This design comes from an exercise in tuning for small area on the open sky130 flow, not from production work.
The RTL was checked by simulation tests, not by an equivalence proof against the original design.
No activity file was given, so power comes from the tool's default toggle rates.

**flow/run.sh**
```bash
#!/bin/bash
# The standard layout (the standard.sh, with its standard synthesis),
# except:
#  - the input and output ports are buffered with the smallest buffer
#    (buf_1) instead of the delay buffer buffer_ports picks by default;
#  - clock tree synthesis inserts no dummy loads.
# Each tool's output goes to the logs under orfs/logs; the make output to
# standard.log.
export BUFFER_PORTS_ARGS="-buffer_cell sky130_fd_sc_hd__buf_1"
export CTS_ARGS="-sink_clustering_enable -repair_clock_nets -sink_clustering_size 30 -sink_clustering_max_diameter 100 -buf_list sky130_fd_sc_hd__clkbuf_16 -dont_use_dummy_load"
bash standard.sh > standard.log 2>&1
```
**standard.sh**
```bash
#!/bin/bash
# synth_recipe.tcl (not shown) runs the flow's synth.tcl, then flattens the netlist and writes it again
# the make line also repeats each setting of config.mk as NAME=value (left out here)
make -C /OpenROAD-flow-scripts/flow DESIGN_CONFIG=/design/flow/config.mk WORK_HOME=/design/flow/orfs CLKGATE_MAP_FILE= SYNTH_SCRIPT=/design/flow/synth_recipe.tcl "${@:-finish}"
```
**config.mk**
```make
export PLATFORM = sky130hd
export DESIGN_NAME = fdc1772
export DESIGN_NICKNAME = fdc1772
export VERILOG_FILES = /design/flow/design.v
export SDC_FILE = /design/flow/constraint.sdc
export NUM_CORES = 4
export LEC_CHECK = 0
export CAP_MARGIN = 20
export CORE_MARGIN = 2
export CORE_UTILIZATION = 40
export CTS_BUF_LIST = sky130_fd_sc_hd__clkbuf_16
export CTS_CLUSTER_DIAMETER = 100
export CTS_CLUSTER_SIZE = 30
export GPL_ROUTABILITY_DRIVEN = 0
export PLACE_DENSITY = 0.6
export SLEW_MARGIN = 20
```
**constraint.sdc**
```tcl
create_clock -name core_clock -period 13.0 [get_ports {clkcpu}]
set_input_delay 2.6000 -clock core_clock [delete_from_list [all_inputs] [get_ports {clkcpu}]]
set_output_delay 2.6000 -clock core_clock [all_outputs]
set_load 0.01 [all_outputs]
```
**design.v**
```verilog
module floppy (
	input        clk,
	input        clk8m_en,
	input        reset,           
	input        select,
	input        motor_on,
	input        step_in,
	input        step_out,
	input  [1:0] sector_size_code,
	input        sector_base,     
	input  [6:0] sector_last,     
	input  [9:0] sector_gap_m1,   
	input        hd,
	input        ed,
	input        fm,
	output 	     dclk_en,       
	output [6:0] track,         
	output [5:0] sector,        
	output       sector_hdr,    
	output       ready,         
	output reg   index
);
parameter CLK_EN = 8000;
localparam RATESD          = 125000;
localparam RATEDD          = 250000;
localparam RATEHD          = 500000;
localparam RATEED          = 1000000;
localparam RPM             = 300;
localparam SPINUP          = 500;    
localparam SPINDOWN        = 300;    
localparam INDEX_PULSE_LEN = 5;      
localparam SECTOR_HDR_LEN  = 6;      
localparam TRACKS          = 85;     
localparam BPTSD = RATESD*60/(8*RPM);
localparam BPTDD = RATEDD*60/(8*RPM);
localparam BPTHD = RATEHD*60/(8*RPM);
localparam BPTED = RATEED*60/(8*RPM);
wire [19:0] rate_max = fm ? RATESD : ed ? RATEED : hd ? RATEHD : RATEDD;
wire [14:0] bpt_m1   = fm ? 15'd6834 : ed ? 15'd3173 : hd ? 15'd21041 : 15'd2678;
assign ready = select && (rate == rate_max);
localparam INDEX_PULSE_CYCLES = INDEX_PULSE_LEN * CLK_EN;
reg [13:0] index_pulse_cnt;   
wire index_pulse_end = (index_pulse_cnt == 14'd8202);   
always @(posedge clk) if(clk8m_en) begin
	if(index_pulse_start && index_pulse_end) begin
		index <= 1'b0;
		index_pulse_cnt <= 14'd0;
	end else if(index_pulse_end)
		index <= 1'b1;
	else
		index_pulse_cnt <= floppy_up14(index_pulse_cnt);
	if(reset) begin
		index <= 1'b0;
		index_pulse_cnt <= 14'd0;
	end
end
assign track = current_track;
reg [6:0] current_track;
reg step_inD;
reg step_outD;
always @(posedge clk) begin
	step_inD <= step_in;
	step_outD <= step_out;
	if(select) begin
		if(step_in && !step_inD) begin
			if(current_track != 0) current_track <= current_track - 7'd1;
		end
		if(step_out && !step_outD) begin
			if(current_track != TRACKS-1) current_track <= current_track + 7'd1;
		end
	end
	if(reset) begin
		step_inD <= 1'b0;
		step_outD <= 1'b0;
		current_track <= 7'd0;
	end
end
assign sector = current_sector;
localparam SECTOR_STATE_GAP  = 2'd0;
localparam SECTOR_STATE_HDR  = 2'd1;
localparam SECTOR_STATE_DATA = 2'd2;
wire [5:0] start_sector = 6'd1;
reg [1:0] sec_state;
reg [9:0] sec_byte_cnt;   
reg [5:0] current_sector;
assign sector_hdr = (sec_state == SECTOR_STATE_HDR);
reg [9:0] sec_len_m1;
always @(*) begin
	case (sector_size_code)
	2'd0: sec_len_m1 = 10'd663;   
	2'd1: sec_len_m1 = 10'd67;   
	2'd2: sec_len_m1 = 10'd528;   
	2'd3: sec_len_m1 = 10'd1;   
	endcase
end
always @(posedge clk) begin
	if (byte_clk_en) begin
		if(index_pulse_start) begin
			sec_byte_cnt <= sector_gap_m1;
			sec_state <= SECTOR_STATE_GAP;      
			current_sector <= start_sector;     
		end else begin
			if(sec_byte_cnt == 0) begin
				case(sec_state)
				SECTOR_STATE_GAP: begin
					sec_state <= SECTOR_STATE_HDR;
					sec_byte_cnt <= 10'd288;   
				end
				SECTOR_STATE_HDR: begin
					sec_state <= SECTOR_STATE_DATA;
					sec_byte_cnt <= sec_len_m1;
				end
				SECTOR_STATE_DATA: begin
					sec_state <= SECTOR_STATE_GAP;
					sec_byte_cnt <= sector_gap_m1;
					if({1'b0, current_sector} == sector_last)
						current_sector <= {5'd0, sector_base};
					else
						current_sector <= current_sector + 6'd1;
					end
				default:
					sec_state <= SECTOR_STATE_GAP;
				endcase
			end else
				sec_byte_cnt <= floppy_dn10(sec_byte_cnt);
		end
	end
	if(reset) begin
		sec_state <= SECTOR_STATE_GAP;
		sec_byte_cnt <= 10'd0;
		current_sector <= 6'd1;
	end
end
reg [14:0] byte_cnt;   
reg 	   index_pulse_start;
always @(posedge clk) begin
	if (byte_clk_en) begin
		index_pulse_start <= 1'b0;
		if(byte_cnt == bpt_m1) begin
			byte_cnt <= 0;
			index_pulse_start <= 1'b1;
		end else
			byte_cnt <= floppy_up15(byte_cnt);
	end
	if(reset) begin
		byte_cnt <= 15'd0;
		index_pulse_start <= 1'b0;
	end
end
assign dclk_en = byte_clk_en;
reg byte_clk_en;
reg [2:0] clk_cnt2;
always @(posedge clk) begin
	byte_clk_en <= 0;
	if (data_clk_en) begin
		clk_cnt2 <= clk_cnt2 + 1'd1;
		if (clk_cnt2 == 3'b011) byte_clk_en <= 1;
	end
	if(reset) begin
		byte_clk_en <= 1'b0;
		clk_cnt2 <= 3'd0;
	end
end
localparam SPIN_UP_CLKS = CLK_EN*SPINUP;
localparam SPIN_DOWN_CLKS = CLK_EN*SPINDOWN;
localparam SPIN_UNIT = 25000;
localparam [5:0] SPIN_UP_Q   = SPIN_UP_CLKS/SPIN_UNIT;     
localparam [5:0] SPIN_DOWN_Q = SPIN_DOWN_CLKS/SPIN_UNIT;   
localparam [17:0] WRAP_Q = (33'd1 << 32) / SPIN_UNIT;     
localparam [11:0] WRAP_R = ((33'd1 << 32) % SPIN_UNIT) / 8;  
localparam [11:0] UNIT_R = SPIN_UNIT / 8;                  
reg [17:0] spin_q;
reg [11:0] spin_r;
wire motor_on_sel = motor_on && select;
reg [19:0] rate;
reg motor_onD;
wire [5:0] rate_q = fm ? RATESD/SPIN_UNIT : ed ? RATEED/SPIN_UNIT : hd ? RATEHD/SPIN_UNIT : RATEDD/SPIN_UNIT;
wire [5:0] spin_lim = motor_on_sel ? SPIN_UP_Q : SPIN_DOWN_Q;
wire spin_q_hi = |spin_q[17:6];
wire spin_over = spin_q_hi || (spin_q[5:0] > spin_lim) || ((spin_q[5:0] == spin_lim) && (spin_r != 0));
wire [6:0] spin_step = {1'b0, rate_q} - (spin_over ? {1'b0, spin_lim} : 7'd0);
wire [17:0] spin_qn;
floppy_rca #(18) spin_add (.a(spin_q), .b({{11{spin_step[6]}}, spin_step}), .ci(1'b0), .s(spin_qn), .co());
wire spin_r_hi = (spin_r >= WRAP_R);
wire spin_wrap = (spin_qn > WRAP_Q) || ((spin_qn == WRAP_Q) && spin_r_hi);
wire [11:0] spin_rn;
floppy_rca #(12) spin_radd (.a(spin_r), .b(spin_r_hi ? -WRAP_R : UNIT_R - WRAP_R), .ci(1'b0), .s(spin_rn), .co());
wire [5:0] spin_qw = spin_qn[5:0] - WRAP_Q[5:0] - {5'd0, !spin_r_hi};
wire rate_dn = !motor_on_sel;
wire rate_ge_max;
floppy_rca #(20) rate_cmp (.a(rate), .b(~rate_max), .ci(1'b1), .s(), .co(rate_ge_max));
wire rate_step = spin_over && (motor_on_sel ? !rate_ge_max : (rate != 0));
wire [19:0] rate_next;
floppy_rca #(20) rate_add (.a(rate), .b({{19{rate_dn}}, 1'b1}), .ci(1'b0), .s(rate_next), .co());
always @(posedge clk) begin
	motor_onD <= motor_on_sel;
	if(motor_onD != motor_on_sel) begin
		spin_q <= 18'd0;
		spin_r <= 12'd0;
	end else if(clk8m_en) begin
		if (spin_wrap) begin
			spin_q <= {12'd0, spin_qw};
			spin_r <= spin_rn;
		end else
			spin_q <= spin_qn;
		if(rate_step)
			rate <= rate_next;
	end
	if(reset) begin
		motor_onD <= 1'b0;
		spin_q <= 18'd0;
		spin_r <= 12'd0;
		rate <= 20'd0;
	end
end
localparam [20:0] CLK_HALF = CLK_EN*1000/2;
localparam [20:0] CLK_OFS = CLK_HALF + 21'd1;
reg data_clk;
reg data_clk_en;
reg [20:0] clk_ofs;
wire [20:0] clk_sum;
wire [20:0] clk_sub;
floppy_rca #(21) clk_add_rate (.a(clk_ofs), .b({1'b0, rate}), .ci(1'b0), .s(clk_sum), .co());
floppy_rca #(21) clk_add_half (.a(clk_sum), .b(~CLK_HALF), .ci(1'b1), .s(clk_sub), .co());
always @(posedge clk) begin
	data_clk_en <= 0;
	if(clk8m_en) begin
		if(!clk_sum[20]) begin
			clk_ofs <= clk_sub;
			data_clk <= !data_clk;
			if (~data_clk) data_clk_en <= 1;
		end else
			clk_ofs <= clk_sum;
	end
	if(reset) begin
		data_clk <= 1'b0;
		data_clk_en <= 1'b0;
		clk_ofs <= -CLK_OFS;
	end
end
function [13:0] floppy_up14(input [13:0] c);
	floppy_up14 = {c[12:0], c[13] ^ c[4] ^ c[2] ^ c[0] ^ (c[12:0] == 0)};
endfunction
function [14:0] floppy_up15(input [14:0] c);
	floppy_up15 = {c[13:0], c[14] ^ c[13] ^ (c[13:0] == 0)};
endfunction
function [9:0] floppy_dn10(input [9:0] c);
	floppy_dn10 = {c[8:0], c[9] ^ c[6] ^ (c[8:0] == 0)};
endfunction
endmodule
module floppy_rca #(parameter W = 8) (
	input  [W-1:0] a,
	input  [W-1:0] b,
	input          ci,
	output [W-1:0] s,
	output         co
);
	wire [W:0] c;
	assign c[0] = ci;
	genvar k;
	generate
		for (k = 0; k < W; k = k + 1) begin : bits
			assign s[k] = a[k] ^ b[k] ^ c[k];
			assign c[k+1] = (a[k] & b[k]) | (c[k] & (a[k] ^ b[k]));
		end
	endgenerate
	assign co = c[W];
endmodule
module fdc1772 #(
	parameter CLK_EN           = 16'd2000,  
	parameter FD_NUM           = 2,     
	parameter MODEL            = 2,     
	parameter EXT_MOTOR        = 1'b0,  
	parameter INVERT_HEAD_RA   = 1'b0   
) (
	input            clkcpu,  
	input            clk8m_en,
	input      [FD_NUM-1:0] floppy_drive,
	input            floppy_side, 
	input            floppy_reset,
	output           floppy_step,
	input            floppy_motor,
	output           floppy_ready,
	output reg       irq,
	output reg       drq,  
	input      [1:0] cpu_addr,
	input            cpu_sel,
	input            cpu_rw,
	input      [7:0] cpu_din,
	output reg [7:0] cpu_dout,
	input      [2:0] img_type,
	input      [FD_NUM-1:0] img_mounted,  
	input      [FD_NUM-1:0] img_wp,       
	input            img_ds,       
	input     [31:0] img_size,     
	output reg[31:0] sd_lba,
	output reg [FD_NUM-1:0] sd_rd,
	output reg [FD_NUM-1:0] sd_wr,
	input            sd_ack,
	input      [8:0] sd_buff_addr,
	input      [7:0] sd_dout,
	output     [7:0] sd_din,
	input            sd_dout_strobe,
	output     [9:0] fifo_a_addr,   
	output           fifo_a_we,
	input      [7:0] fifo_a_q,
	output     [9:0] fifo_b_addr,   
	output     [7:0] fifo_b_data,
	output           fifo_b_we,
	input      [7:0] fifo_b_q
);
localparam IMG_ARCHIE      = 0;
localparam IMG_ST          = 1;
localparam IMG_BBC         = 2;  
localparam IMG_TI99        = 3;  
localparam IMG_BETA        = 4;  
localparam IMG_PLUSD_IMG   = 5;  
localparam IMG_COCO        = 6;  
localparam W    = FD_NUM - 1;
localparam WIDX = $clog2(FD_NUM);
reg         fdn_doubleside[FD_NUM];
reg         fdn_hd[FD_NUM];
reg         fdn_ed[FD_NUM];
reg         fdn_present[FD_NUM];
reg   [1:0] fdn_cls[FD_NUM];   
reg   [2:0] fdn_type[FD_NUM];
function [5:0] spt_of(input [2:0] t, input hd, input ed, input [1:0] cls);
	reg [5:0] b;
	begin
		case (cls)
		2'd0: b = 6'd9;
		2'd1: b = 6'd10;
		2'd2: b = 6'd11;
		2'd3: b = 6'd12;
		endcase
		case (t)
		IMG_ARCHIE:              spt_of = hd ? 6'd10 : 6'd5;
		IMG_ST, IMG_PLUSD_IMG:   spt_of = ed ? (b << 2) : hd ? (b << 1) : b;
		IMG_BBC:                 spt_of = 6'd10;
		IMG_TI99:                spt_of = 6'd9;
		IMG_BETA:                spt_of = 6'd16;
		IMG_COCO:                spt_of = 6'd18;
		default:                 spt_of = 6'd0;
		endcase
	end
endfunction
function [9:0] gap_of(input [2:0] t, input [1:0] cls);
	begin
		case (t)
		IMG_ARCHIE:              gap_of = 10'd220;
		IMG_ST, IMG_PLUSD_IMG:   gap_of = cls == 0 ? 10'd176 : cls == 1 ? 10'd107 : cls == 2 ? 10'd50 : 10'd2;
		IMG_BBC, IMG_TI99,
		IMG_BETA, IMG_COCO:      gap_of = 10'd50;
		default:                 gap_of = 10'd0;
		endcase
	end
endfunction
function [9:0] gapc_of(input [2:0] t, input [1:0] cls);
	begin
		case (t)
		IMG_ARCHIE:              gapc_of = 10'd339;   
		IMG_ST, IMG_PLUSD_IMG:   gapc_of = cls == 0 ? 10'd549 : cls == 1 ? 10'd746 : cls == 2 ? 10'd881 : 10'd512;   
		IMG_BBC, IMG_TI99,
		IMG_BETA, IMG_COCO:      gapc_of = 10'd881;   
		default:                 gapc_of = 10'd1;   
		endcase
	end
endfunction
function [1:0] ssc_of(input [2:0] t);
	begin
		case (t)
		IMG_ARCHIE:              ssc_of = 2'd3;
		IMG_ST, IMG_PLUSD_IMG:   ssc_of = 2'd2;
		IMG_BBC, IMG_TI99,
		IMG_BETA, IMG_COCO:      ssc_of = 2'd1;
		default:                 ssc_of = 2'd0;
		endcase
	end
endfunction
function base_of(input [2:0] t);
	base_of = (t == IMG_ST) || (t == IMG_PLUSD_IMG) || (t == IMG_BETA) || (t == IMG_COCO);
endfunction
function fm_of(input [2:0] t);
	fm_of = (t == IMG_BBC) || (t == IMG_TI99);
endfunction
function [6:0] last_of(input [2:0] t, input hd, input ed, input [1:0] cls);
	reg [5:0] n;
	reg       b;
	begin
		n = spt_of(t, hd, ed, cls);
		b = base_of(t);
		if (n == 0 && !b) last_of = 7'h40;
		else last_of = {1'b0, n + {5'd0, b} - 6'd1};
	end
endfunction
reg   [1:0] image_cls;  
reg         image_doubleside;
wire        image_hd = img_size[20];  
wire        image_ed = img_size[21];  
wire [12:0] image_sectors = img_size[21:9];
wire        image_st_ds = (image_sectors > (85*12));
wire  [9:0] image_sps = image_ed ? image_sectors[12:3] :
                        image_hd ? image_sectors[11:2] :
                        image_st_ds ? image_sectors[10:1] : image_sectors[9:0];
wire  [3:0] sps_hi = image_sps[9:6];
wire  [5:0] sps_lo = image_sps[5:0];
always @(*) begin
	image_cls = 2'd2;
	case (sps_hi)
	4'b1011: if (sps_lo == 7 || sps_lo == 16 || sps_lo == 25 || sps_lo == 34 || sps_lo == 43 || sps_lo == 52 || sps_lo == 61) image_cls = 2'd0;
	4'b1100: if (sps_lo == 22 || sps_lo == 32 || sps_lo == 42 || sps_lo == 52 || sps_lo == 62) image_cls = 2'd1;
	4'b1101: if (sps_lo == 8 || sps_lo == 18) image_cls = 2'd1;
	4'b1110: if (sps_lo == 52) image_cls = 2'd3;
	4'b1111: if (sps_lo == 0 || sps_lo == 12 || sps_lo == 24 || sps_lo == 36 || sps_lo == 48 || sps_lo == 60) image_cls = 2'd3;
	default: ;
	endcase
end
always @(*) begin
	case (img_type)
	IMG_ARCHIE:                            image_doubleside = 1'b1;
	IMG_ST, IMG_PLUSD_IMG:                 image_doubleside = image_st_ds;
	IMG_BBC, IMG_TI99, IMG_BETA, IMG_COCO: image_doubleside = img_ds;
	default:                               image_doubleside = 1'b0;
	endcase
end
reg   [3:0] lba_o;
reg   [2:0] lba_sh;
wire  [1:0] fd_cls = fdn_cls[fdn];
wire        fd_hd  = fdn_hd[fdn];
wire        fd_ed  = fdn_ed[fdn];
always @(*) begin
	lba_o = 4'd1;
	lba_sh = 3'd0;
	case (fd_type)
	IMG_ARCHIE: begin lba_o = 4'd5; lba_sh = {2'b00, fd_hd}; end
	IMG_ST, IMG_PLUSD_IMG: begin
		case (fd_cls)
		2'd0: begin lba_o = 4'd9;  lba_sh = 3'd0; end
		2'd1: begin lba_o = 4'd5;  lba_sh = 3'd1; end
		2'd2: begin lba_o = 4'd11; lba_sh = 3'd0; end
		2'd3: begin lba_o = 4'd3;  lba_sh = 3'd2; end
		endcase
		if (fd_ed) lba_sh = lba_sh + 3'd2; else
		if (fd_hd) lba_sh = lba_sh + 3'd1;
	end
	IMG_BBC:  begin lba_o = 4'd5; lba_sh = 3'd1; end
	IMG_TI99: begin lba_o = 4'd9; lba_sh = 3'd0; end
	IMG_BETA: begin lba_o = 4'd1; lba_sh = 3'd4; end
	IMG_COCO: begin lba_o = 4'd9; lba_sh = 3'd1; end
	default:  begin lba_o = 4'd1; lba_sh = 3'd0; end
	endcase
end
wire        lba_plusd = (fd_type == IMG_PLUSD_IMG);
wire        lba_ti99  = (fd_type == IMG_TI99);
wire  [6:0] lba_trk   = lba_ti99 ? (floppy_side ? {1'b0, track[5:0]} : 7'd79 - {1'b0, track[5:0]}) : track[6:0];
wire [10:0] lba_mo    = {4'd0, lba_trk} + (lba_o[1] ? {3'd0, lba_trk, 1'b0} : 11'd0) +
                        (lba_o[2] ? {2'd0, lba_trk, 2'b00} : lba_o[3] ? {1'd0, lba_trk, 3'b000} : 11'd0);
wire  [2:0] lba_shift = lba_sh + {2'b00, fd_doubleside & !lba_plusd & !lba_ti99};
wire [13:0] lba_prod  = {3'd0, lba_mo} << lba_shift;
wire  [9:0] lba_add   = lba_plusd ? (floppy_side ? 10'd0 : 10'd800) :
                        (lba_ti99 || floppy_side) ? 10'd0 : {4'd0, fd_spt};
wire        lba_dec   = (fd_type == IMG_ST) || lba_plusd || (fd_type == IMG_BETA) || (fd_type == IMG_COCO);
wire [13:0] lba_sum   = lba_prod + {4'd0, lba_add} + {8'd0, sector[5:0]};
wire [14:0] lba_q     = {1'b0, lba_sum} - {14'd0, lba_dec};
wire [31:0] lba_q32   = {{17{lba_q[14]}}, lba_q};
always @(*) begin
	case (fd_type)
	IMG_ARCHIE:    sd_lba = {lba_q32[30:0], s_odd};
	IMG_ST,
	IMG_PLUSD_IMG: sd_lba = lba_q32;
	IMG_BBC,
	IMG_TI99,
	IMG_BETA,
	IMG_COCO:      sd_lba = {1'b0, lba_q32[31:1]};
	default:       sd_lba = 0;
	endcase
end
always @(posedge clkcpu) begin
	reg [W:0] img_mountedD;
	integer i;
	img_mountedD <= img_mounted;
	for(i = 0; i < FD_NUM; i = i+1'd1) begin
		if (~img_mountedD[i] && img_mounted[i]) begin
			fdn_present[i] <= |img_size;
			fdn_cls[i] <= image_cls;
			fdn_doubleside[i] <= image_doubleside;
			fdn_hd[i] <= image_hd;
			fdn_ed[i] <= image_ed;
			fdn_type[i] <= img_type;
		end
	end
end
reg cpu_selD;
reg cpu_rwD;
always @(posedge clkcpu) begin
	cpu_rwD <= cpu_sel & ~cpu_rw;
	cpu_selD <= cpu_sel;
	if(!floppy_reset) begin
		cpu_rwD <= 1'b0;
		cpu_selD <= 1'b0;
	end
end
wire cpu_we = cpu_sel & ~cpu_rw & ~cpu_rwD;
reg irq_set;
reg cpu_rw_cmdstatus;
always @(posedge clkcpu)
  cpu_rw_cmdstatus <= floppy_reset && ~cpu_selD && cpu_sel && cpu_addr == FDC_REG_CMDSTATUS;
wire irq_clr = !floppy_reset || cpu_rw_cmdstatus;
always @(posedge clkcpu) begin
	if(irq_clr) irq <= 1'b0;
	else if(irq_set) irq <= 1'b1;
end
reg drq_set;
reg cpu_rw_data;
always @(posedge clkcpu)
	cpu_rw_data <= floppy_reset && ~cpu_selD && cpu_sel && cpu_addr == FDC_REG_DATA;
wire drq_clr = !floppy_reset || cpu_rw_data;
always @(posedge clkcpu) begin
	if(drq_clr) drq <= 1'b0;
	else if(drq_set) drq <= 1'b1;
end
wire       fdn_index[FD_NUM];
wire       fdn_ready[FD_NUM];
wire [6:0] fdn_track[FD_NUM];
wire [5:0] fdn_sector[FD_NUM];
wire       fdn_sector_hdr[FD_NUM];
wire       fdn_sector_data[FD_NUM];
wire       fdn_dclk[FD_NUM];
generate
	genvar i;
	for(i=0; i < FD_NUM; i = i+1) begin :fdd
		floppy #(.CLK_EN(CLK_EN)) floppy
		(
			.clk         ( clkcpu             ),
			.clk8m_en    ( clk8m_en           ),
			.reset       ( !floppy_reset      ),
			.select      ( fd_any && fdn == i ),
			.motor_on    ( fd_motor           ),
			.step_in     ( step_in            ),
			.step_out    ( step_out           ),
			.sector_size_code ( ssc_of(fdn_type[i]) ),
			.sector_last ( last_of(fdn_type[i], fdn_hd[i], fdn_ed[i], fdn_cls[i]) ),
			.sector_gap_m1 ( gapc_of(fdn_type[i], fdn_cls[i]) ),
			.sector_base ( base_of(fdn_type[i]) ),
			.hd          ( fdn_hd[i]          ),
			.ed          ( fdn_ed[i]          ),
			.fm          ( fm_of(fdn_type[i]) ),
			.dclk_en     ( fdn_dclk[i]        ),
			.track       ( fdn_track[i]       ),
			.sector      ( fdn_sector[i]      ),
			.sector_hdr  ( fdn_sector_hdr[i]  ),
			.ready       ( fdn_ready[i]       ),
			.index       ( fdn_index[i]       )
		);
	end
endgenerate
reg [WIDX:0] fdn;
always @(*) begin
	integer i;
	fdn = 0;
	for(i = FD_NUM-1; i >= 0; i = i - 1) if(!floppy_drive[i]) fdn = i[WIDX:0];
end
wire        fd_any         = ~&floppy_drive;
wire        fd_index       = fd_any ? fdn_index[fdn]       : 1'b0;
wire        fd_ready       = fd_any ? fdn_ready[fdn]       : 1'b0;
wire  [6:0] fd_track       = fd_any ? fdn_track[fdn]       : 7'd0;
wire  [5:0] fd_sector      = fd_any ? fdn_sector[fdn]      : 5'd0;
wire        fd_sector_hdr  = fd_any ? fdn_sector_hdr[fdn]  : 1'b0;
wire        fd_dclk_en     = fd_any ? fdn_dclk[fdn]        : 1'b0;
wire        fd_present     = fd_any ? fdn_present[fdn]     : 1'b0;
wire        fd_writeprot   = fd_any ? img_wp[fdn]          : 1'b1;
wire        fd_doubleside  = fdn_doubleside[fdn];
wire  [2:0] fd_type        = fdn_type[fdn];
wire  [5:0] fd_spt         = spt_of(fd_type, fdn_hd[fdn], fdn_ed[fdn], fdn_cls[fdn]);
wire  [1:0] fd_sector_size_code = ssc_of(fd_type);
wire [10:0] fd_sector_size = 11'd128 << fd_sector_size_code;
wire        fd_sector_base = base_of(fd_type);
assign floppy_ready = fd_ready && fd_present;
localparam MOTOR_IDLE_COUNTER = 4'd10;
reg [3:0] motor_timeout_index;
reg indexD;
reg busy;
reg step_in, step_out;
reg [2:0] motor_spin_up_sequence;
wire fd_motor = EXT_MOTOR ? floppy_motor : motor_on;
wire motor_spin_up_done = (!motor_on) || (motor_on && (motor_spin_up_sequence == 0));
localparam STEP_PULSE_LEN = 16'd1;
localparam STEP_PULSE_CLKS = STEP_PULSE_LEN * CLK_EN;
reg [20:0] tmr;
reg        tmr_pulse;
reg  [1:0] tmr_rs;
wire [20:0] step_rest_clk =
           (tmr_rs==2'b00)               ? 21'd1741002:    
           (tmr_rs==2'b01)               ? 21'd239943:    
           (tmr_rs==2'b10)               ? 21'd627764:    
                                           21'd1905565;    
assign floppy_step = step_in | step_out;
wire tmr_zero = (tmr == 0);
wire step_pulse_done = !tmr_pulse || tmr_zero;
wire tmr_idle = !tmr_pulse && tmr_zero;
wire fd_track0 = (fd_track == 0);
reg [7:0] step_to;
reg RNF;
reg sector_inc_strobe;
reg track_inc_strobe;
reg track_dec_strobe;
reg track_clear_strobe;
always @(posedge clkcpu) begin
	reg [1:0] seek_state;
	reg notready_wait;
	reg sector_not_found;
	reg irq_at_index;
	reg [1:0] data_transfer_state;
	sector_inc_strobe <= 1'b0;
	track_inc_strobe <= 1'b0;
	track_dec_strobe <= 1'b0;
	track_clear_strobe <= 1'b0;
	irq_set <= 1'b0;
	if(!floppy_reset) begin
		motor_on <= 1'b0;
		busy <= 1'b0;
		step_in <= 1'b0;
		step_out <= 1'b0;
		sd_card_read <= 0;
		sd_card_write <= 0;
		data_transfer_start <= 1'b0;
		seek_state <= 0;
		notready_wait <= 1'b0;
		sector_not_found <= 1'b0;
		irq_at_index <= 1'b0;
		data_transfer_state <= 2'b00;
		RNF <= 1'b0;
		motor_spin_up_sequence <= 3'd0;
		motor_timeout_index <= 4'd0;
		tmr <= 21'd0;
		tmr_pulse <= 1'b0;
		tmr_rs <= 2'd0;
		step_dir <= 1'b0;
		indexD <= 1'b0;
	end else if (clk8m_en) begin
		sd_card_read <= 0;
		sd_card_write <= 0;
		data_transfer_start <= 1'b0;
		if(step_pulse_done) begin
			step_in <= 1'b0;
			step_out <= 1'b0;
		end
		if(tmr_pulse && tmr_zero) begin
			tmr_pulse <= 1'b0;
			tmr <= step_rest_clk;
		end else if(!tmr_zero)
			tmr <= fdc_dn21(tmr);
		if(cmd_rx) begin
			busy <= 1'b1;
			notready_wait <= 1'b0;
			sector_not_found <= 1'b0;
			data_transfer_state <= 2'b00;
			if(cmd_type_1 || cmd_type_2 || cmd_type_3) begin
				RNF <= 1'b0;
				motor_on <= 1'b1;
				if (!motor_on && !cmd[3]) motor_spin_up_sequence <= 6;    
			end
			if(cmd_type_4) begin
				busy <= 1'b0;
				if(cmd[3]) irq_set <= 1'b1;
				if(cmd[3:2] == 2'b01) irq_at_index <= 1'b1;
				if (!busy) motor_on <= 1'b1;
			end
		end
		if(busy && motor_spin_up_done && tmr_idle) begin
			if(cmd_type_1) begin
				if(!fd_present) begin
					if (!notready_wait) begin
						tmr <= 21'd519504;   
						notready_wait <= 1'b1;
					end else begin
						RNF <= 1'b1;
						busy <= 1'b0;
						irq_set <= 1'b1;  
					end
				end else
				case (seek_state)
				0: begin
					if(cmd[7:4] == 4'b0000) begin
						if (fd_track0) begin
							track_clear_strobe <= 1'b1;
							seek_state <= 2;
						end else begin
							step_dir <= 1'b1;
							seek_state <= 1;
						end
					end
					if(cmd[7:4] == 4'b0001) begin
						if (track == step_to) seek_state <= 2;
						else begin
							step_dir <= (step_to < track);
							seek_state <= 1;
						end
					end
					if(cmd[7:5] == 3'b001) seek_state <= 1;
					if(cmd[7:5] == 3'b010) begin
						step_dir <= 1'b0;
						seek_state <= 1;
					end
					if(cmd[7:5] == 3'b011) begin
						step_dir <= 1'b1;
						seek_state <= 1;
					end
				   end
				1: begin
					if (step_dir)
						step_in <= 1'b1;
					else
						step_out <= 1'b1;
					if( (!cmd[6] && !cmd[5]) || ((cmd[6] || cmd[5]) && cmd[4]))
						if (step_dir)
							track_dec_strobe <= 1'b1;
						else
							track_inc_strobe <= 1'b1;
					tmr <= 21'd627764;   
					tmr_pulse <= 1'b1;
					tmr_rs <= cmd[1:0];
					seek_state <= (!cmd[6] && !cmd[5]) ? 0 : 2;  
				   end
				2: begin
					if (cmd[2]) begin
						tmr <= 21'd328636;   
					end
					seek_state <= 3;
				   end
				3: begin
					busy <= 1'b0;
					irq_set <= 1'b1;  
					seek_state <= 0;
				   end
				endcase
			end  
			if(cmd_type_2) begin
				if(!fd_present) begin
					if (!notready_wait) begin
						tmr <= 21'd519504;   
						notready_wait <= 1'b1;
					end else begin
						RNF <= 1'b1;
						busy <= 1'b0;
						irq_set <= 1'b1;  
					end
				end else if (sector_not_found) begin
					busy <= 1'b0;
					irq_set <= 1'b1;  
					RNF <= 1'b1;
				end else if (cmd[2] && !notready_wait) begin
					tmr <= 21'd1509147;   
					notready_wait <= 1'b1;
				end else begin
					if(cmd[7:5] == 3'b100) begin
						if ((sector - fd_sector_base) >= fd_spt) begin
							sector_not_found <= 1'b1;
							tmr <= 21'd106304;   
						end else if (sd_state == SD_IDLE) begin
							case (data_transfer_state)
							2'b00: if (fifo_cpuptr == 0) begin
								sd_card_read <= 1;
								data_transfer_state <= 2'b01;
							end
							2'b01: begin
								if(fd_ready && fd_sector_hdr && (fd_sector == sector)) data_transfer_start <= 1'b1;
								if(data_transfer_done) begin
									data_transfer_state <= 2'b00;
									if (cmd[4]) sector_inc_strobe <= 1'b1;  
									else begin
										busy <= 1'b0;
										irq_set <= 1'b1;  
									end
								end
							end
							default :;
							endcase
						end
					end
					if(cmd[7:5] == 3'b101) begin
						if ((sector - fd_sector_base) >= fd_spt) begin
							sector_not_found <= 1'b1;
							tmr <= 21'd106304;   
						end else if (sd_state == SD_IDLE) begin
							case (data_transfer_state)
							2'b00: begin
									if (fd_sector_size_code < 2) sd_card_read <= 1;
									data_transfer_state <= 2'b10;
								end
							2'b10: begin
								if (fifo_cpuptr == 0 && fd_ready && fd_sector_hdr && (fd_sector == sector)) data_transfer_start <= 1'b1;
								if (data_transfer_done) begin
									sd_card_write <= 1;
									data_transfer_state <= 2'b11;
								end
							end
							2'b11: begin
								data_transfer_state <= 2'b00;
								if (cmd[4]) sector_inc_strobe <= 1'b1;  
								else begin
									busy <= 1'b0;
									irq_set <= 1'b1;  
								end
							end
							default: ;
							endcase
						end
					end
				end
			end
			if(cmd_type_3) begin
				if(!fd_present) begin
					RNF <= 1'b1;
					busy <= 1'b0; 
					irq_set <= 1'b1;  
				end else begin
					if(cmd[7:4] == 4'b1110) begin
						busy <= 1'b0;
						irq_set <= 1'b1;  
					end
					if(cmd[7:4] == 4'b1111) begin
						busy <= 1'b0;
						irq_set <= 1'b1;  
					end
					if(cmd[7:4] == 4'b1100) begin
						if(fd_ready && fd_sector_hdr)
							data_transfer_start <= 1'b1;
						if(data_transfer_done) begin
							busy <= 1'b0;
							irq_set <= 1'b1;  
						end
					end
				end
			end
		end
		indexD <= fd_index;
		if(indexD && !fd_index) begin
			irq_at_index <= 1'b0;
			if (irq_at_index) irq_set <= 1'b1;
			if(!busy && motor_spin_up_done) begin
				if(motor_timeout_index != 0)
					motor_timeout_index <= motor_timeout_index - 4'd1;
				else if(motor_on)
					motor_timeout_index <= MOTOR_IDLE_COUNTER;
				if(motor_timeout_index == 1)
					motor_on <= 1'b0;
			end
			if(motor_spin_up_sequence != 0)
				motor_spin_up_sequence <= motor_spin_up_sequence - 3'd1;
		end
		if(busy) motor_timeout_index <= 0;
	end
end
reg data_transfer_start;
reg data_transfer_done;
reg  [10:0] fifo_cpuptr;
reg  [9:0] fifo_cpuptr_adj;
wire [7:0] fifo_q;
reg        s_odd;  
reg  [9:0] fifo_sdptr;
always @(*) begin
	if (fd_sector_size_code == 3)
		fifo_sdptr = { s_odd, sd_buff_addr };
	else
		fifo_sdptr = { 1'b0, sd_buff_addr };
	if (fd_sector_size_code == 1)
		fifo_cpuptr_adj = { 1'b0, (fd_spt[0] & (track[0] ^ !floppy_side)) ^ sector[0] ^ fd_sector_base, fifo_cpuptr[7:0] };
	else
		fifo_cpuptr_adj = fifo_cpuptr[9:0];
end
assign fifo_a_addr = fifo_sdptr;
assign fifo_a_we   = sd_dout_strobe & sd_ack;
assign sd_din      = fifo_a_q;
assign fifo_b_addr = fifo_cpuptr_adj;
assign fifo_b_data = data_in;
assign fifo_b_we   = data_in_strobe;
assign fifo_q      = fifo_b_q;
localparam SD_IDLE = 0;
localparam SD_READ = 1;
localparam SD_WRITE = 2;
reg [1:0] sd_state;
reg       sd_card_write;
reg       sd_card_read;
always @(posedge clkcpu) begin
	reg sd_ackD;
	reg sd_card_readD;
	reg sd_card_writeD;
	sd_card_readD <= sd_card_read;
	sd_card_writeD <= sd_card_write;
	sd_ackD <= sd_ack;
	if (sd_ack) {sd_rd, sd_wr} <= 0;
	case (sd_state)
	SD_IDLE:
	begin
		s_odd <= 1'b0;
		if (~sd_card_readD & sd_card_read) begin
			sd_rd[fdn] <= 1;
			sd_state <= SD_READ;
		end
		else if (~sd_card_writeD & sd_card_write) begin
			sd_wr[fdn] <= 1;
			sd_state <= SD_WRITE;
		end
	end
	SD_READ:
	if (sd_ackD & ~sd_ack) begin
		if (s_odd || fd_sector_size_code != 3) begin
			sd_state <= SD_IDLE;
		end else begin
			s_odd <= 1;
			sd_rd[fdn] <= 1;
		end
	end
	SD_WRITE:
	if (sd_ackD & ~sd_ack) begin
		if (s_odd || fd_sector_size_code != 3) begin
			sd_state <= SD_IDLE;
		end else begin
			s_odd <= 1;
			sd_wr[fdn] <= 1;
		end
	end
	default: ;
	endcase
	if(!floppy_reset) begin
		sd_ackD <= 1'b0;
		sd_card_readD <= 1'b0;
		sd_card_writeD <= 1'b0;
		sd_rd <= 0;
		sd_wr <= 0;
		sd_state <= SD_IDLE;
		s_odd <= 1'b0;
	end
end
reg data_in_strobe;
reg data_in_valid;
function [15:0] crc;
	input [15:0] curcrc;
	input  [7:0] val;
	reg    [3:0] i;
	begin
		crc = {curcrc[15:8] ^ val, 8'h00};
		for (i = 0; i < 8; i=i+1'd1) begin
			if(crc[15]) begin
				crc = crc << 1;
				crc = crc ^ 16'h1021;
			end
			else crc = crc << 1;
		end
		crc = {curcrc[7:0] ^ crc[15:8], crc[7:0]};
	end
endfunction
always @(posedge clkcpu) begin
	reg        data_transfer_startD;
	reg [10:0] data_transfer_cnt;
	reg [15:0] crcval;
	reg        crc_en;
	crc_en <= 0;
	if(crc_en) crcval <= crc(crcval, data_out);
	if (cpu_we && cpu_addr == FDC_REG_DATA) begin
		data_out <= data_in;
		data_in_valid <= 1;
	end
	if(cmd_rx || sector_inc_strobe) begin
		data_in_valid <= 0;
		data_transfer_cnt <= 0;
		fifo_cpuptr <= 0;
	end
	drq_set <= 1'b0;
	if (clk8m_en) data_transfer_done <= 0;
	data_transfer_startD <= data_transfer_start;
	if(~data_transfer_startD & data_transfer_start) begin
		if(cmd[7:4] == 4'b1100) begin
			crcval <= 16'hB230;
			data_transfer_cnt <= 11'd1360;   
		end
		if(cmd[7:6] == 2'b10)
			data_transfer_cnt <= dtc_len;   
		if(cmd[7:5] == 3'b101) drq_set <= !data_in_valid;
	end
	data_in_strobe <= 1'b0;
	if(cmd[7:5] == 3'b101 && data_in_strobe) fifo_cpuptr <= fifo_cpuptr + 1'd1;
	if(fd_dclk_en) begin
		if(data_transfer_cnt != 0) begin
			if(data_transfer_cnt != 11'd1024) begin   
				data_lost <= 1'b0;
				if (drq) data_lost <= 1'b1;
				if (cmd[7:5] != 3'b101 || data_transfer_cnt != 11'd512) drq_set <= 1'b1;   
				if(cmd[7:4] == 4'b1100) begin
					case(data_transfer_cnt)
						11'd1360: begin data_out <= fd_track; crc_en <= 1; end
						11'd672: begin data_out <= { 7'b0000000, (INVERT_HEAD_RA != 0) ^ floppy_side }; crc_en <= 1; end
						11'd1344: begin data_out <= fd_sector; crc_en <= 1; end
						11'd640: begin data_out <= fd_sector_size_code[1:0]; crc_en <= 1; end  
						11'd1280: data_out <= crcval[15:8];
						11'd512: data_out <= crcval[7:0];
					endcase  
				end
				if(cmd[7:5] == 3'b100 && fifo_cpuptr != fd_sector_size) begin
					data_out <= fifo_q;
					fifo_cpuptr <= fifo_cpuptr + 1'd1;
				end
				if(cmd[7:5] == 3'b101 && fifo_cpuptr != fd_sector_size) begin
					data_in_strobe <= 1;
					data_in_valid <= 0;
				end
			end
			data_transfer_cnt <= fdc_dn11(data_transfer_cnt);
			if(data_transfer_cnt == 11'd1024)   
				data_transfer_done <= 1'b1;
		end
	end
	if(!floppy_reset) begin
		crc_en <= 1'b0;
		crcval <= 16'd0;
		data_out <= 8'd0;
		data_in_valid <= 1'b0;
		data_transfer_cnt <= 11'd0;
		fifo_cpuptr <= 11'd0;
		drq_set <= 1'b0;
		data_transfer_done <= 1'b0;
		data_transfer_startD <= 1'b0;
		data_in_strobe <= 1'b0;
		data_lost <= 1'b0;
	end
end
reg [10:0] dtc_len;
always @(*) begin
	case (fd_sector_size_code)
	2'd0: dtc_len = 11'd705;   
	2'd1: dtc_len = 11'd1350;   
	2'd2: dtc_len = 11'd1404;   
	2'd3: dtc_len = 11'd2032;   
	endcase
end
function [20:0] fdc_dn21(input [20:0] c);
	fdc_dn21 = {c[19:0], c[20] ^ c[18] ^ (c[19:0] == 0)};
endfunction
function [10:0] fdc_dn11(input [10:0] c);
	fdc_dn11 = {c[9:0], c[10] ^ c[8] ^ (c[9:0] == 0)};
endfunction
wire [7:0] status = { (MODEL == 1 || MODEL == 3) ? !floppy_ready : motor_on,
		      (cmd[7:5] == 3'b101 || cmd[7:4] == 4'b1111 || cmd_type_1) && fd_writeprot,  
		      cmd_type_1?motor_spin_up_done:1'b0,   
		      RNF,                                  
		      1'b0,                                 
		      (cmd_type_1 | cmd_type_4)?fd_track0:data_lost,  
		      (cmd_type_1 | cmd_type_4)?~fd_index:drq,        
		      busy }  ;
reg [7:0] track;
reg [7:0] sector;
reg [7:0] data_in;
reg [7:0] data_out;
reg step_dir;
reg motor_on;
reg data_lost;
reg [7:0] cmd;
wire cmd_type_1 = (cmd[7] == 1'b0);
wire cmd_type_2 = (cmd[7:6] == 2'b10);
wire cmd_type_3 = (cmd[7:5] == 3'b111) || (cmd[7:4] == 4'b1100);
wire cmd_type_4 = (cmd[7:4] == 4'b1101);
localparam FDC_REG_CMDSTATUS    = 0;
localparam FDC_REG_TRACK        = 1;
localparam FDC_REG_SECTOR       = 2;
localparam FDC_REG_DATA         = 3;
always @(*) begin
	cpu_dout = 8'h00;
	if(cpu_sel && cpu_rw) begin
		case(cpu_addr)
			FDC_REG_CMDSTATUS: cpu_dout = status;
			FDC_REG_TRACK:     cpu_dout = track;
			FDC_REG_SECTOR:    cpu_dout = sector;
			FDC_REG_DATA:      cpu_dout = data_out;
		endcase
	end
end
reg cmd_rx;
reg cmd_rx_i;
always @(posedge clkcpu) begin
	if(!floppy_reset) begin
		cmd <= 8'h00;
		track <= 8'h00;
		sector <= 8'h00;
		step_to <= 8'h00;
		data_in <= 8'h00;
		cmd_rx_i <= 1'b0;
		cmd_rx <= 1'b0;
	end else begin
		cmd_rx <= cmd_rx_i;
		if((!cmd_type_4 && busy) || (clk8m_en && cmd_type_4 && !busy)) cmd_rx_i <= 1'b0;
		if(cpu_we) begin
			if(cpu_addr == FDC_REG_CMDSTATUS) begin        
				cmd <= cpu_din;
				cmd_rx_i <= 1'b1;
				if(cpu_din[7:4] == 4'b0000) begin                
					step_to <= 8'd0;
					track <= 8'hff;
				end
				if(cpu_din[7:4] == 4'b0001) begin                
					step_to <= data_in;
				end
				if(cpu_din[7:5] == 3'b001) begin                 
				end
				if(cpu_din[7:5] == 3'b010) begin                 
				end
				if(cpu_din[7:5] == 3'b011) begin                 
				end
				if(cpu_din[7:5] == 3'b100) begin                 
				end
				if(cpu_din[7:5] == 3'b101) begin                 
				end
				if(cpu_din[7:4] == 4'b1100) begin                
				end
				if(cpu_din[7:4] == 4'b1110) begin                
				end
				if(cpu_din[7:4] == 4'b1111) begin                
				end
				if(cpu_din[7:4] == 4'b1101) begin                
				end
			end
			if(cpu_addr == FDC_REG_TRACK)                     
				track <= cpu_din;
			if(cpu_addr == FDC_REG_SECTOR)                    
				sector <= cpu_din;
			if(cpu_addr == FDC_REG_DATA) begin                
				data_in <= cpu_din;
			end
		end
		if (sector_inc_strobe) sector <= sector + 1'd1;
		if (track_inc_strobe) track <= track + 1'd1;
		if (track_dec_strobe) track <= track - 1'd1;
		if (track_clear_strobe) track <= 8'd0;
	end
end
endmodule
```
==> results of run 1 <==
[timing repair]
item | CTS | global route
buffers inserted | 0 | 0
endpoints found under the setup margin | 0 | 18
gates resized for setup | 0 | 2
[kinds of logic after synthesis]
group	count (synthesis)	share of synthesized area, %
and+or+nand+nor	1372	20.6
adders and majority gates	325	15.5
DFF	454	30.0
buffers and inverters	529	6.74
muxes	117	3.99
AOI/OAI and AO/OA	963	19.1
xor gates and xnor gates	150	4.14
[Yosys cell counts, drive strengths merged, types with 21 or more instances]
| master | n | area [um2] |
|---|---|---|
| and3 | 26 | 163 |
| o22ai | 27 | 169 |
| o211ai | 28 | 224 |
| nand3 | 136 | 681 |
| buf | 68 | 422 |
| nand2 | 349 | 1310 |
| a211oi | 62 | 465 |
| ha | 207 | 2590 |
| nor3 | 92 | 465 |
| nor2 | 405 | 1520 |
| a22oi | 43 | 323 |
| xor2 | 59 | 524 |
| nor4 | 64 | 413 |
| a311oi | 26 | 234 |
| fa | 118 | 2360 |
| o21ai | 244 | 1220 |
| nand2b | 53 | 332 |
| a21oi | 301 | 1530 |
| a21o | 26 | 195 |
| xnor2 | 91 | 797 |
| inv | 287 | 1080 |
| a31oi | 32 | 200 |
| clkbuf | 170 | 638 |
| and2 | 72 | 450 |
| dfxtp | 406 | 8130 |
| o31ai | 21 | 176 |
| mux2i | 106 | 1090 |
| edfxtp | 48 | 1440 |
| nor2b | 42 | 263 |
| nand4 | 34 | 213 |
[path summary, 6_finish.rpt]
kind                                  from  slack, ns                              endpoint  cells after the start
hold / removal         cpu_rw_data$_DFF_P_       0.39                      drq$_SDFFE_PP0P_                      1
hold reg to reg        cpu_rw_data$_DFF_P_       0.39                      drq$_SDFFE_PP0P_                      1
setup reg to reg  fdn_type[0][1]$_DFFE_PP_       3.03  fdd[0].floppy.spin_q[3]$_SDFFE_PP0P_                     31
setup / recovery           floppy_drive[0]       0.65                            sd_lba[12]                     32
[through the flow]
| step | instances | area (um2) | util [%] | hold slack, ns |
|---|---|---|---|---|
| 2_1_floorplan | 3910 | 31900 | - | 0.373 |
| 3_3_place_gp | 4897 | 33000 | 41.8 | 0.377 |
| 3_5_place_dp | 4897 | 33000 | 41.8 | 0.378 |
| 4_1_cts | 4922 | 33700 | 42.6 | 0.395 |
| 5_1_grt | 4923 | 33700 | 42.7 | 0.424 |
| 6_report | 4923 | 33700 | 42.7 | 0.394 |
[layer usage]
metal / up-vias / global-route usage (%) / share of wire [%]
met5: - / 0 / 0
met1: 13200 / 29.9 / 49
met4: 0 / 3.94 / 1.5
met2: 673 / 31.9 / 44
met3: 73 / 1.88 / 5.4
li1: 13600 / - / -
[flip-flops by register name, indices dropped and copies added, names as in the netlist, 11 cells and up, named ones only]
name and cells:
fdd.floppy.spin_r 24, fdd.floppy.clk_ofs 42, fdd.floppy.rate 40, fifo_cpuptr 11, fdd.floppy.byte_cnt 30, fdd.floppy.current_sector 12, fdd.floppy.current_track 14, tmr 21
fdd.floppy.index_pulse_cnt 28, fdd.floppy.sec_byte_cnt 20, fdd.floppy.spin_q 36
[worst register-to-register path: cells and delay by family, from the launching register on]
kind	cells	cell delay [ns]
adder cells (fa/ha/maj)	15	5.30
AND/OR/NAND/NOR	4	2.12
buffers and inverters	10	1.07
AO/OA/AOI/OAI	2	0.69
flip-flops	1	0.68
[power by group]
group | internal (mW) | switching (mW)
clock network | 0.343 | 0.477
registers | 1.58 | 0.148
logic | 1.10 | 1.44
[cell type report]
| class | count | area share, % |
|---|---|---|
| tap | 1050 | 3.90 |
| inverter | 291 | 3.26 |
| clock buffer | 25 | 1.86 |
| sequential | 454 | 28.4 |
| multi-input combinational | 2927 | 60.2 |
| timing repair buffer | 176 | 2.43 |
==> flow_metrics.env, run 1 <==
export IMPL_run_status="timing/DRC/antenna clean"
export IMPL_setup_ws_ns=0.648
export IMPL_cts_max_path_buffers=3
export IMPL_max_cap_violations=0
export IMPL_drc=0
export IMPL_via_count=27600
export IMPL_min_period_ns=12.35
export IMPL_worst_slew_pin_slew_ns=0.986
export IMPL_critPathKind="in -> out"
export IMPL_grt_max_degree=144
export IMPL_finalPower_mw=5.10
export IMPL_synthFlopType="dfxtp_1"
export IMPL_final_cell_mix="dfxtp_1 (406), nor2_1 (404), nand2_1 (347), a21oi_1 (296), inv_1 (284)"
export IMPL_worst_setup_path_end_kind="primary output"
export IMPL_fmax_mhz=81.0
export IMPL_syn_inst=3910
export IMPL_vias_per_cell=5.60
export IMPL_synth_cell_types=98
export IMPL_dp_hpwl_um=61900
export IMPL_cts_root_buffer="clkbuf_16"
export IMPL_syn_area_per_cell_um2=8.17
export IMPL_finalWirelength_um=84700
export IMPL_crit_slowest_cell="mux4_2"
export IMPL_setup_tns_ns=0
export IMPL_io_buffers=136
export IMPL_path_clk_slew_ns=0.11
export IMPL_ir_drop_v=0.0000980
export IMPL_synthArstFlopShare_pct=0
export IMPL_n_fill_cell=7987
export IMPL_num_io_pins=180
export IMPL_wire_per_inst_um=17.2
export IMPL_start_util_pct=40.4
export IMPL_core_um2=79000
export IMPL_critPathLaunchType="primary input"
export IMPL_rows=103
export IMPL_period_share_pct=95.0
export IMPL_pre_cts_ws_ns=0.604
export IMPL_leakage_nw=12.9
export IMPL_grt_pass1_vias=25700
export IMPL_ys_ff_latch=454
export IMPL_syn_area_um2=31900
export IMPL_grt_pass1_wl_um=138000
export IMPL_setup_viol=0
export IMPL_finalClockSkew_ns=0.0645
export IMPL_crit_family="simple AND/OR/NAND/NOR gates"
export IMPL_hp_class="reg -> reg"
export IMPL_drt_iter0_drc=2248
export IMPL_seq_area_frac_synth_pct=30.0
export IMPL_antenna_found_initial=0
export IMPL_cp_slowest_stage_delay_ns=0.51
export IMPL_crit_arrival_ns=9.75
export IMPL_ctsHtreeMaxLevel=1
export IMPL_clk_latency_ns=0.60
export IMPL_yosysWarnings=14
export IMPL_die_area_um2=82100
export IMPL_path_max_fanout=9
export IMPL_cts_tree="done"
export IMPL_crit_required_ns=10.40
export IMPL_multi_input_area_um2=20300
export IMPL_hold_viol=0
export IMPL_clock_sinks=454
export IMPL_grt_setup_unrepaired="false"
export IMPL_synthesis_nets=4329
export IMPL_slew_limit_headroom_pct=34.3
export IMPL_dr_pass1_iters=6
export IMPL_drv_slew=0
export IMPL_grt_usage_pct=20.2
export IMPL_grt_overflow_total=0
export IMPL_drive_gt1_share_pct=3.54
export IMPL_die_h_um=287
export IMPL_crit_buf_inv=6
export IMPL_hold_buffers=0
export IMPL_antenna_left=0
export IMPL_syn_to_final_growth_pct=5.58
export IMPL_diodes=0
export IMPL_layout_nets=4294
export IMPL_die_w_um=287
export IMPL_mostFrequentLayoutCell="dfxtp_1"
export IMPL_regArea_um2=9570
export IMPL_cts_inserted_buffers=25
export IMPL_powerDensity_nw_per_um2=151
export IMPL_synth_edff_count=48
==> run 2, diff against run 1 <==
--- a/config.mk
+++ b/config.mk
@@ -11,6 +11,5 @@
 export CTS_BUF_LIST = sky130_fd_sc_hd__clkbuf_16
 export CTS_CLUSTER_DIAMETER = 100
 export CTS_CLUSTER_SIZE = 30
-export GPL_ROUTABILITY_DRIVEN = 0
 export PLACE_DENSITY = 0.6
 export SLEW_MARGIN = 20
==> run 2 against run 1 <==
Effect of this change: register-to-register slack about the same; largest cell class unchanged; sequential share of layout area is the same; total power unchanged; largest power group unchanged; critical path type unchanged; wire length unchanged; count of clock-buffer cells in the layout stayed put; highest routed layer unchanged; worst setup slack stayed put; synthesized cell count is the same; clock skew unchanged; combinational power hardly changed.
==> flow_metrics.env, run 2 <==
export IMPL_run_status="timing/DRC/antenna clean"
export IMPL_cts_tree="done"
export IMPL_ir_drop_v=0.0000980
export IMPL_min_period_ns=12.35
export IMPL_top_register="fdd.floppy.clk_ofs"
export IMPL_reg2reg_from="fdn_type[0][1]$_DFFE_PP_"
export IMPL_powerDensity_nw_per_um2=151
export IMPL_finalPower_mw=5.10
export IMPL_r2r_slack_ns=3.03
export IMPL_synthesis_nets=4329
export IMPL_syn_inst=3910
export IMPL_postCtsSetupBuffers=0
export IMPL_multi_input_area_um2=20300
export IMPL_grt_max_degree=144
export IMPL_hp_class="reg -> reg"
export IMPL_reg_largest_list="fdd.floppy.clk_ofs x42, fdd.floppy.rate x40, fdd.floppy.spin_q x36"
export IMPL_diodes=0
export IMPL_clk_latency_ns=0.60
export IMPL_pre_cts_ws_ns=0.604
export IMPL_synthXorXnorAreaFrac_pct=4.14
export IMPL_vias_per_cell=5.60
export IMPL_placed_cells=4897
export IMPL_yosys_top_cells_area="dfxtp_1 (25%), ha_1 (8.1%), fa_1 (7.4%)"
export IMPL_clock_sinks=454
export IMPL_die_area_um2=82100
export IMPL_cp_slowest_stage_delay_ns=0.51
export IMPL_crit_required_ns=10.40
export IMPL_leakage_nw=12.9
export IMPL_antenna_left=0
export IMPL_slew_limit_headroom_pct=34.3
export IMPL_rr_worst_depth=31
export IMPL_synth_top_family_by_area="simple AND/OR/NAND/NOR gates"
export IMPL_n_fill_cell=7987
export IMPL_worst_slew_pin_slew_ns=0.986
export IMPL_ys_ff_latch=454
export IMPL_synth_common_cells="dfxtp_1 (406), nor2_1 (405), nand2_1 (349), a21oi_1 (298), inv_1 (285)"
export IMPL_globalplace_congestion=0.917
export IMPL_grt_pass1_vias=25700
export IMPL_max_cap_violations=0
export IMPL_seq_area_frac_synth_pct=30.0
export IMPL_place_area_um2=33000
export IMPL_rows=103
export IMPL_worst_setup_path_end_kind="primary output"
export IMPL_start_util_pct=40.4
export IMPL_cts_inserted_buffers=25
export IMPL_syn_area_um2=31900
export IMPL_core_um2=79000
export IMPL_synth_top_cell_area_share_pct=25.5
export IMPL_grt_overflow_total=0
export IMPL_dr_pass1_iters=6
export IMPL_cts_resized=0
export IMPL_final_cells=4923
export IMPL_synth_simple_area_share_pct=20.6
export IMPL_synthMuxAreaShare_pct=3.99
export IMPL_dp_hpwl_um=61900
export IMPL_drt_iter0_drc=2248
export IMPL_hold_viol=0
export IMPL_critPathLaunchType="primary input"
export IMPL_via_count=27600
export IMPL_min_path_cells=1
export IMPL_cts_max_path_buffers=3
export IMPL_finalClockSkew_ns=0.0645
export IMPL_mostFrequentLayoutCell="dfxtp_1"
export IMPL_path_max_fanout=9
export IMPL_rr_endpoint="fdd[0].floppy.spin_q[3]$_SDFFE_PP0P_"
export IMPL_grt_usage_pct=20.2
export IMPL_synth_compound_gate_area_share_pct=19.1
export IMPL_regArea_um2=9570
export IMPL_antenna_found_initial=0
export IMPL_holdPathEnd="drq$_SDFFE_PP0P_"
export IMPL_hold_buffers=0
export IMPL_period_share_pct=95.0
export IMPL_io_buffers=136
export IMPL_grt_pass1_wl_um=138000
export IMPL_min_from="cpu_rw_data$_DFF_P_"
export IMPL_synthFlopType="dfxtp_1"
export IMPL_crit_arrival_ns=9.75
export IMPL_synth_area_leader_cell="dfxtp_1"
export IMPL_syn_area_per_cell_um2=8.17
export IMPL_final_cell_mix="dfxtp_1 (406), nor2_1 (404), nand2_1 (347), a21oi_1 (296), inv_1 (284)"
export IMPL_num_io_pins=180
export IMPL_cts_root_buffer="clkbuf_16"
export IMPL_path_clk_slew_ns=0.11
export IMPL_finalWirelength_um=84700
export IMPL_drive_gt1_share_pct=3.54
export IMPL_setup_ws_ns=0.648
export IMPL_crit_slowest_cell="mux4_2"
export IMPL_grt_setup_unrepaired="false"
export IMPL_setup_viol=0
export IMPL_synthAdderAreaFrac_pct=15.5
export IMPL_synth_cell_types=98
export IMPL_synth_edff_count=48
export IMPL_timing_hold_ws_ns=0.394
export IMPL_setup_tns_ns=0
export IMPL_largest_reg_flops=42
export IMPL_syn_to_final_growth_pct=5.58
export IMPL_ctsHtreeMaxLevel=1
export IMPL_fmax_mhz=81.0
export IMPL_die_w_um=287
export IMPL_yosysWarnings=14
export IMPL_fin_area_um2=33700
export IMPL_die_h_um=287
export IMPL_final_core_util_pct=42.7
export IMPL_critPathKind="in -> out"
export IMPL_drc=0
export IMPL_synthArstFlopShare_pct=0
export IMPL_wire_per_inst_um=17.2
export IMPL_layout_nets=4294
export IMPL_drv_slew=0
export IMPL_synth_most_common_cell="dfxtp_1"
run 2: worst max-delay path by stage:
stage	endpoint	start	cells after the start
4_1_cts	sd_lba[28]	floppy_drive[1]	28
6_report	sd_lba[12]	floppy_drive[0]	32
3_3_place_gp	sd_lba[28]	floppy_drive[0]	31
5_1_grt	sd_lba[28]	floppy_drive[0]	33
2_1_floorplan	sd_lba[16]	floppy_drive[0]	32
3_5_place_dp	sd_lba[28]	floppy_drive[1]	28
run 2: critical path, delay by kind of cell:
family | cells | cell delay, ns
AO/OA/AOI/OAI | 7 | 1.50
XOR/XNOR | 3 | 0.69
adder cells (fa/ha/maj) | 5 | 1.75
buffers and inverters | 6 | 0.92
multiplexers | 1 | 0.51
AND/OR/NAND/NOR | 10 | 1.78
run 2: final cells by class:
| class | instances | area share (%) |
|---|---|---|
| multi-input combinational | 2927 | 60.2 |
| sequential | 454 | 28.4 |
| tap | 1050 | 3.90 |
| inverter | 291 | 3.26 |
| timing repair buffer | 176 | 2.43 |
| clock buffer | 25 | 1.86 |
run 2: metal layers:
| layer | vias to the layer above | GRT usage [%] | wire, um | part of all wire [%] |
|---|---|---|---|---|
| li1 | 13600 | - | - | - |
| met1 | 13200 | 29.9 | 41200 | 49 |
| met2 | 673 | 31.9 | 37600 | 44 |
| met3 | 73 | 1.88 | 4540 | 5.4 |
| met4 | 0 | 3.94 | 1300 | 1.5 |
| met5 | - | 0 | 0 | 0 |
run 2: where the power goes:
| group | internal (mW) | switching, mW | leakage (nW) |
|---|---|---|---|
| registers | 1.58 | 0.148 | 3.77 |
| clock network | 0.343 | 0.477 | 0.308 |
| logic | 1.10 | 1.44 | 8.85 |
run 2: cells by family (layout without fill, tap and decap cells):
family | Yosys count | count (layout)
simple gates | 1372 | 1372
compound gates | 963 | 963
buf+inv | 529 | 492
flops | 454 | 454
fa+ha+maj | 325 | 325
xor+xnor | 150 | 150
mux | 117 | 117
==> run 3, diff against run 2 <==
--- a/config.mk
+++ b/config.mk
@@ -7,9 +7,9 @@
 export LEC_CHECK = 0
 export CAP_MARGIN = 20
 export CORE_MARGIN = 2
-export CORE_UTILIZATION = 40
+export CORE_UTILIZATION = 55
 export CTS_BUF_LIST = sky130_fd_sc_hd__clkbuf_16
 export CTS_CLUSTER_DIAMETER = 100
 export CTS_CLUSTER_SIZE = 30
-export PLACE_DENSITY = 0.6
+export PLACE_DENSITY = 0.7
 export SLEW_MARGIN = 20
==> run 3 against run 2 <==
Effect of this change: largest cell class unchanged; fmax shrank 0.22%; hold slack lost 0.011 ns; largest power group unchanged; flip-flop and latch count is the same; still clean; combinational power is essentially flat; cell count shrank 5.7%; critical path depth grew 1; critical endpoint is now sd_lba[30]; via count shrank 0.41%; sequential power is essentially flat.
==> flow_metrics.env, run 3 <==
export IMPL_finalClockSkew_ns=0.0666
export IMPL_antenna_found_initial=0
export IMPL_setup_tns_ns=0
export IMPL_syn_inst=3910
export IMPL_leakage_nw=12.9
export IMPL_fmax_mhz=80.8
export IMPL_start_util_pct=55.5
export IMPL_ir_drop_v=0.000238
export IMPL_finalWirelength_um=80400
export IMPL_cts_tree="done"
export IMPL_wl_met1_um=37900
export IMPL_wire_per_inst_um=17.3
export IMPL_antenna_left=0
export IMPL_worst_setup_path_end_kind="primary output"
export IMPL_dr_pass1_iters=8
export IMPL_clk_latency_ns=0.59
export IMPL_die_w_um=245
export IMPL_cp_slowest_stage_delay_ns=0.50
export IMPL_synth_edff_count=48
export IMPL_ys_ff_latch=454
export IMPL_max_cap_violations=0
export IMPL_synthArstFlopShare_pct=0
export IMPL_crit_required_ns=10.40
export IMPL_top_register="fdd.floppy.clk_ofs"
export IMPL_worst_slew_pin_slew_ns=1.04
export IMPL_drt_iter0_drc=2197
export IMPL_crit_arrival_ns=9.78
export IMPL_yosys_top_cells_area="dfxtp_1 (25%), ha_1 (8.1%), fa_1 (7.4%)"
export IMPL_cts_root_buffer="clkbuf_16"
export IMPL_drc=0
export IMPL_drive_gt1_share_pct=3.59
export IMPL_hp_class="reg -> reg"
export IMPL_period_share_pct=95.2
export IMPL_mostFrequentLayoutCell="dfxtp_1"
export IMPL_synth_most_common_cell="dfxtp_1"
export IMPL_grt_setup_unrepaired="false"
export IMPL_min_period_ns=12.38
export IMPL_setup_viol=0
export IMPL_synthesis_nets=4329
export IMPL_grt_pass1_vias=25500
export IMPL_final_core_util_pct=57.9
export IMPL_synth_area_leader_cell="dfxtp_1"
export IMPL_diodes=0
export IMPL_cts_max_path_buffers=3
export IMPL_powerDensity_nw_per_um2=152
export IMPL_timing_hold_ws_ns=0.384
export IMPL_postCtsSetupBuffers=0
export IMPL_syn_area_per_cell_um2=8.17
export IMPL_critPathLaunchType="primary input"
export IMPL_top_layer_used="met4"
export IMPL_run_status="timing/DRC/antenna clean"
export IMPL_synth_common_cells="dfxtp_1 (406), nor2_1 (405), nand2_1 (349), a21oi_1 (298), inv_1 (285)"
export IMPL_final_cell_mix="dfxtp_1 (406), nor2_1 (404), nand2_1 (349), a21oi_1 (296), inv_1 (284)"
export IMPL_cts_inserted_buffers=23
export IMPL_grt_max_degree=106
export IMPL_reg_largest_list="fdd.floppy.clk_ofs x42, fdd.floppy.rate x40, fdd.floppy.spin_q x36"
export IMPL_hold_viol=0
export IMPL_n_fill_cell=5354
export IMPL_io_buffers=136
export IMPL_vias_per_cell=5.92
export IMPL_globalplace_congestion=0.915
export IMPL_core_um2=57600
export IMPL_via_count=27500
export IMPL_synth_cell_types=98
export IMPL_slew_limit_headroom_pct=30.6
export IMPL_clock_sinks=454
export IMPL_hold_buffers=0
export IMPL_synth_top_cell_area_share_pct=25.5
export IMPL_die_area_um2=60000
export IMPL_ctsHtreeMaxLevel=1
export IMPL_rows=88
export IMPL_drv_slew=0
export IMPL_grt_pass1_wl_um=131000
export IMPL_pre_cts_ws_ns=0.506
export IMPL_syn_area_um2=31900
export IMPL_yosysWarnings=14
export IMPL_crit_slowest_cell="mux4_2"
export IMPL_largest_reg_flops=42
export IMPL_num_io_pins=180
export IMPL_grt_overflow_total=0
export IMPL_dp_hpwl_um=59000
export IMPL_critPathKind="in -> out"
export IMPL_die_h_um=245
export IMPL_dr_wl_met3_um=4930
export IMPL_path_clk_slew_ns=0.09
export IMPL_setup_ws_ns=0.620
export IMPL_layout_nets=4298
export IMPL_seq_area_frac_synth_pct=30.0
export IMPL_syn_to_final_growth_pct=4.46
export IMPL_path_max_fanout=16
export IMPL_met2WireLength_um=35500
export IMPL_grt_usage_pct=26.3
export IMPL_synthFlopType="dfxtp_1"
[run 3: timing repair]
item | CTS | global route
resized for setup | 0 | 2
endpoints found under the hold margin | 0 | 0
endpoints found under the setup margin | 0 | 17
[run 3: cell families after synthesis]
| family | count (synthesis) | share of synthesized area [%] |
|---|---|---|
| xor+xnor | 150 | 4.14 |
| simple gates | 1372 | 20.6 |
| buf+inv | 529 | 6.74 |
| compound gates | 963 | 19.1 |
| mux | 117 | 3.99 |
| fa+ha+maj | 325 | 15.5 |
| flops | 454 | 30.0 |
[run 3: stage by stage]
step | instances | instance area [um2] | total power, mW
floorplan | 3910 | 31900 | 3.78
global placement | 4616 | 32700 | 4.24
detailed placement | 4616 | 32700 | 4.33
CTS | 4639 | 33300 | 5.11
global route | 4642 | 33400 | 5.61
finish | 4642 | 33400 | 5.08
[run 3: power breakdown]
group | switching (mW) | internal (mW) | total [mW]
combinational | 1.45 | 1.11 | 2.57
sequential | 0.148 | 1.58 | 1.73
clock | 0.464 | 0.317 | 0.781
total | 2.07 | 3.01 | 5.08
[run 3: final cells by class]
cell class              instances  area [um2]  area share, %
multi-input cells            2927       20300           60.8
flip-flops and latches        454        9570           28.7
inverters                     291        1100           3.30
repair buffers                182         878           2.63
clock buffers                  23         576           1.73
well taps                     765         957           2.87
[run 3: final timing paths]
path | depth (start not counted) | slack, ns | from | to
worst max-delay path | 33 | 0.62 | floppy_drive[0] | sd_lba[30]
worst min-delay path | 1 | 0.38 | cpu_rw_data$_DFF_P_ | drq$_SDFFE_PP0P_
worst max register to register | 31 | 3.12 | fdn_type[0][1]$_DFFE_PP_ | fdd[0].floppy.spin_q[3]$_SDFFE_PP0P_
worst min register to register | 1 | 0.38 | cpu_rw_data$_DFF_P_ | drq$_SDFFE_PP0P_
[run 3: worst max-delay path: cells and delay by family]
family | cells | cell delay (ns)
and+or+nand+nor | 12 | 2.05
adders and majority gates | 5 | 1.71
AOI/OAI and AO/OA | 6 | 1.42
buffers and inverters | 7 | 1.06
muxes | 1 | 0.50
xor gates and xnor gates | 2 | 0.41
[run 3: per-layer routing]
| layer | vias to the layer above | GRT usage [%] |
|---|---|---|
| li1 | 13600 | - |
| met1 | 13000 | 38.2 |
| met2 | 750 | 41.5 |
| met3 | 117 | 3.06 |
| met4 | 0 | 6.89 |
| met5 | - | 0 |

[static timing again, ports no longer ideal]
The results above use ideal ports. As a check the final layouts listed here were re-extracted and re-timed, cells and wires unchanged. Step 1, drivers: a clkbuf_16 drives clkcpu and a buf_2 each remaining input, both assumed. Step 2 also shifts input and output timing later by t, the mid clock arrival at the registers, as if the neighbouring blocks saw the same clock. a / b / c = no drivers / after step 1 / after step 2; a / b = the first two.
| run | t (ns) | slack for setup (ns) | hold slack, ns | worst data-port slew with drivers (ns) |
|---|---|---|---|---|
| run 1 | 0.637 | 0.648 / 0.617 / 0.617 | 0.394 / 0.394 / 0.394 | 0.09 |
| run 2 | 0.637 | 0.648 / 0.617 / 0.617 | 0.394 / 0.394 / 0.394 | 0.09 |
| run 3 | 0.625 | 0.620 / 0.593 / 0.593 | 0.384 / 0.384 / 0.384 | 0.07 |
After both steps setup and hold are still met in every run listed.
